This is an optimization exercise on Yosys and OpenROAD, whose aim is small area, a short achievable clock period and few clock cycles per item, not a production implementation.
Power and IR drop assume default switching activity.

// unpipelined_divider
module unpipelined_divider #
(
    parameter N = 32
)
(
    input wire [N-1:0] dividend,
    input wire [N-1:0] divisor,
    input wire start,
    input wire rst,
    input wire clk,
    output wire [N-1:0] quotient,
    output wire [N-1:0] remainder,
    output reg done
);
Size: about 4700 um^2 of cells after synthesis.
==> flow/config.mk <==
export PLATFORM = sky130hd
export DESIGN_NAME = unpipelined_divider
export DESIGN_NICKNAME = unpipelined_divider
export VERILOG_FILES = /design/flow/design.v
export SDC_FILE = /design/flow/constraint.sdc
export NUM_CORES = 4
export LEC_CHECK = 0
export CAP_MARGIN = 20
export CORE_MARGIN = 2
export CORE_UTILIZATION = 65
export SETUP_SLACK_MARGIN = 1.0
export SLEW_MARGIN = 20
==> flow/constraint.sdc <==
create_clock -name core_clock -period 4.0 [get_ports {clk}]
set_input_delay 0.8000 -clock core_clock [delete_from_list [all_inputs] [get_ports {clk}]]
set_output_delay 0.8000 -clock core_clock [all_outputs]
set_load 0.01 [all_outputs]
standard.sh (not shown) runs the stock make flow with config.mk's settings and CLKGATE_MAP_FILE= SYNTH_SCRIPT=/design/flow/synth_recipe.tcl, a recipe that flattens the netlist after the stock synthesis.
==> flow/flow/run.sh <==
#!/bin/bash
# The standard layout, with the port buffers set to the library's smallest
# plain buffer (buffer_ports otherwise picks a delay cell) and the settings
# below passed to the ORFS make.
set -euo pipefail
export BUFFER_PORTS_ARGS="-buffer_cell sky130_fd_sc_hd__buf_1"

bash standard.sh > standard.log 2>&1
The starting point went through all stages and came out clean.
Rerun with:
==> flow/flow/run.sh (replaced) <==
#!/bin/bash
# The standard layout, except that the port buffers are the library's
# smallest plain buffer instead of the delay cell buffer_ports picks.
set -euo pipefail
export BUFFER_PORTS_ARGS="-buffer_cell sky130_fd_sc_hd__buf_1"
bash standard.sh > standard.log 2>&1
CORE_UTILIZATION = 40   (was 65)
=> The new run went through all stages and came out clean. Total power increases by 0.30%. Worst setup slack is better by 0.21 ns. Wire length decreases by 3.9%. Clock skew is about the same. Final area increases by 2.5%. Synthesized area is unchanged.
Rerun with:
==> flow/flow/run.sh (replaced) <==
#!/bin/bash
# The standard layout, with the port buffers set to the library's smallest
# plain buffer (buffer_ports otherwise picks a delay cell) and the settings
# below passed to the ORFS make.
set -euo pipefail
export BUFFER_PORTS_ARGS="-buffer_cell sky130_fd_sc_hd__buf_1"
export ADDER_MAP_FILE=
bash standard.sh > standard.log 2>&1
SETUP_SLACK_MARGIN = not set   (was 1.0)
=> Maximum frequency went down by 16%. Critical path depth went up by 1. Wire length went down by about 5%. Via count went up by 2.4%. Sequential power went down by about 10%. Final area went down by 3.0%. Die area went up by about 3.7%.
Rerun with:
==> flow/flow/run.sh (replaced) <==
#!/bin/bash
# The standard layout, except that the port buffers are the library's
# smallest plain buffer instead of the delay cell buffer_ports picks.
set -euo pipefail
export BUFFER_PORTS_ARGS="-buffer_cell sky130_fd_sc_hd__buf_1"
bash standard.sh > standard.log 2>&1
SETUP_SLACK_MARGIN = 1.5   (was not set)
After rerunning: Fmax went up by 18%. Routed wire length climbs by 16%. Clock power went down by 4.4%. Clock-buffer cell count goes down by 1. Die area decreases by 3.5%. Non-clock buffer count goes up by 49. Global-route usage grows by 3.3 points. Synthesized cell count came out lower by 12%.
Function was not checked in any run of this note: the RTL went through the layout flow alone.


Another version of the RTL of unpipelined_divider (not shown whole).
Size in the first run: roughly 130 I/O pins.
Settings: LEC_CHECK=0, CAP_MARGIN=20, CORE_MARGIN=2, CORE_UTILIZATION=55, CTS_BUF_LIST=sky130_fd_sc_hd__clkbuf_4 sky130_fd_sc_hd__clkbuf_8, SETUP_SLACK_MARGIN=1.5, SLEW_MARGIN=20, SYNTH_HIERARCHICAL=1, SYNTH_MINIMUM_KEEP_SIZE=0; clock period 4.0 ns.
==> flow/flow/run.sh <==
#!/bin/bash
# The standard layout (standard.sh) with two changes:
#  - the final ABC mapping of the standard synthesis uses flow/abc_map.script
#    (ORFS's speed script without its blanket upsizing);
#  - the port buffers are the library's smallest plain buffer (buffer_ports
#    otherwise picks a delay cell).
set -euo pipefail
here=$(pwd)
export FLOW_SYNTH_TCL=$here/synth_recipe.tcl
export MY_ABC_SCRIPT=$here/flow/abc_map.script
export BUFFER_PORTS_ARGS="-buffer_cell sky130_fd_sc_hd__buf_1"
sed "s#SYNTH_SCRIPT=[^ ]*#SYNTH_SCRIPT=$here/flow/my_synth.tcl#" standard.sh > my_standard.sh
grep -q "SYNTH_SCRIPT=$here/flow/my_synth.tcl" my_standard.sh
bash my_standard.sh > standard.log 2>&1
==> flow/flow/abc_map.script <==
&get -n
&st
&dch
&nf
&st
&syn2
&if -g -K 6
&synch2
&nf
&st
&syn2
&if -g -K 6
&synch2
&nf
&st
&syn2
&if -g -K 6
&synch2
&nf
&st
&syn2
&if -g -K 6
&synch2
&nf
&st
&syn2
&if -g -K 6
&synch2
&nf
&put
buffer -c
topo
stime -c

dnsize -c
==> flow/flow/my_synth.tcl <==
# The standard flow's synthesis (synth_recipe.tcl, unchanged), except that the final ABC
# technology mapping runs flow/abc_map.script instead of ORFS's speed script
proc abc {args} {
  set i [lsearch -exact $args -script]
  if {$i >= 0} {
    lset args [expr {$i + 1}] $::env(MY_ABC_SCRIPT)
  }
  yosys abc {*}$args
}
source $::env(FLOW_SYNTH_TCL)
The first run completed without violations.
Next try:
Settings changed: SETUP_SLACK_MARGIN 1.5 to 2.0.
After rerunning: The new run went through all stages and came out clean; setup slack got worse by 0.25 ns; critical path depth increases by 2; routed wire length increases by well over a third; area after synthesis stays the same; cell area increases by roughly a tenth; die area does not change.
Next try:
Settings changed: SETUP_SLACK_MARGIN 2.0 to 1.0.
Outcome:
- critical path depth goes down by 2
- synthesized cell count is unchanged
- clock power goes up by 14%
- sequential power goes down by about 10%
- non-clock buffer count goes down by 61
- core utilization goes down by 23 points
Next try:
Settings changed: SETUP_SLACK_MARGIN 1.0 to 1.25.
After rerunning: Utilization rose by 3.7 points. Sequential share of layout area is lower by 1.2 points. Design area rises by 5.4%. Die area is unchanged.
No run of this note included a check of the RTL's function; only the layout flow was run.

## re-timing with driven ports
The flow's constraints put no driver on any port. The routed layouts listed below were extracted and timed again, unchanged, in two steps.
Step 1, drivers: a clkbuf_16 drives clk and a buf_2 each remaining input, both assumed.
Step 2, shift: input delay + t, output delay - t, t = (earliest + latest rising clock arrival at the registers) / 2. This alone moves slack from input paths to output paths.
Three values: ideal ports, drivers, drivers and shift; two values: the first two.
run | t (ns) | setup WS [ns] | hold WS [ns] | worst slew at a driven data input, ns | pins driven straight from the clock port
the first run of note 1 | 0.391 | 0.824 / 0.820 / 0.429 | 0.321 / 0.309 / 0.470 | 0.05 | 1
the second run of note 1 | 0.373 | 1.038 / 1.041 / 0.667 | 0.356 / 0.338 / 0.453 | 0.04 | 1
the third run of note 1 | 0.372 | 0.453 / 0.467 / 0.094 | 0.344 / 0.327 / 0.452 | 0.06 | 1
the fourth run of note 1 | 0.380 | 0.997 / 1.006 / 0.626 | 0.352 / 0.332 / 0.477 | 0.05 | 1
the first run of note 2 | 0.392 | 1.399 / 1.393 / 1.001 | 0.313 / 0.305 / 0.460 | 0.07 | 1
the second run of note 2 | 0.401 | 1.154 / 1.167 / 0.767 | 0.319 / 0.300 / 0.481 | 0.07 | 1
the third run of note 2 | 0.387 | 1.168 / 1.181 / 0.795 | 0.328 / 0.313 / 0.464 | 0.04 | 1
the fourth run of note 2 | 0.380 | 1.112 / 1.116 / 0.736 | 0.323 / 0.310 / 0.462 | 0.04 | 1
After both steps every run listed still meets setup and hold. For the first run of note 2, which loses most, drivers alone change the setup slack by -0.006 ns; drivers and shift together by -0.398 ns.
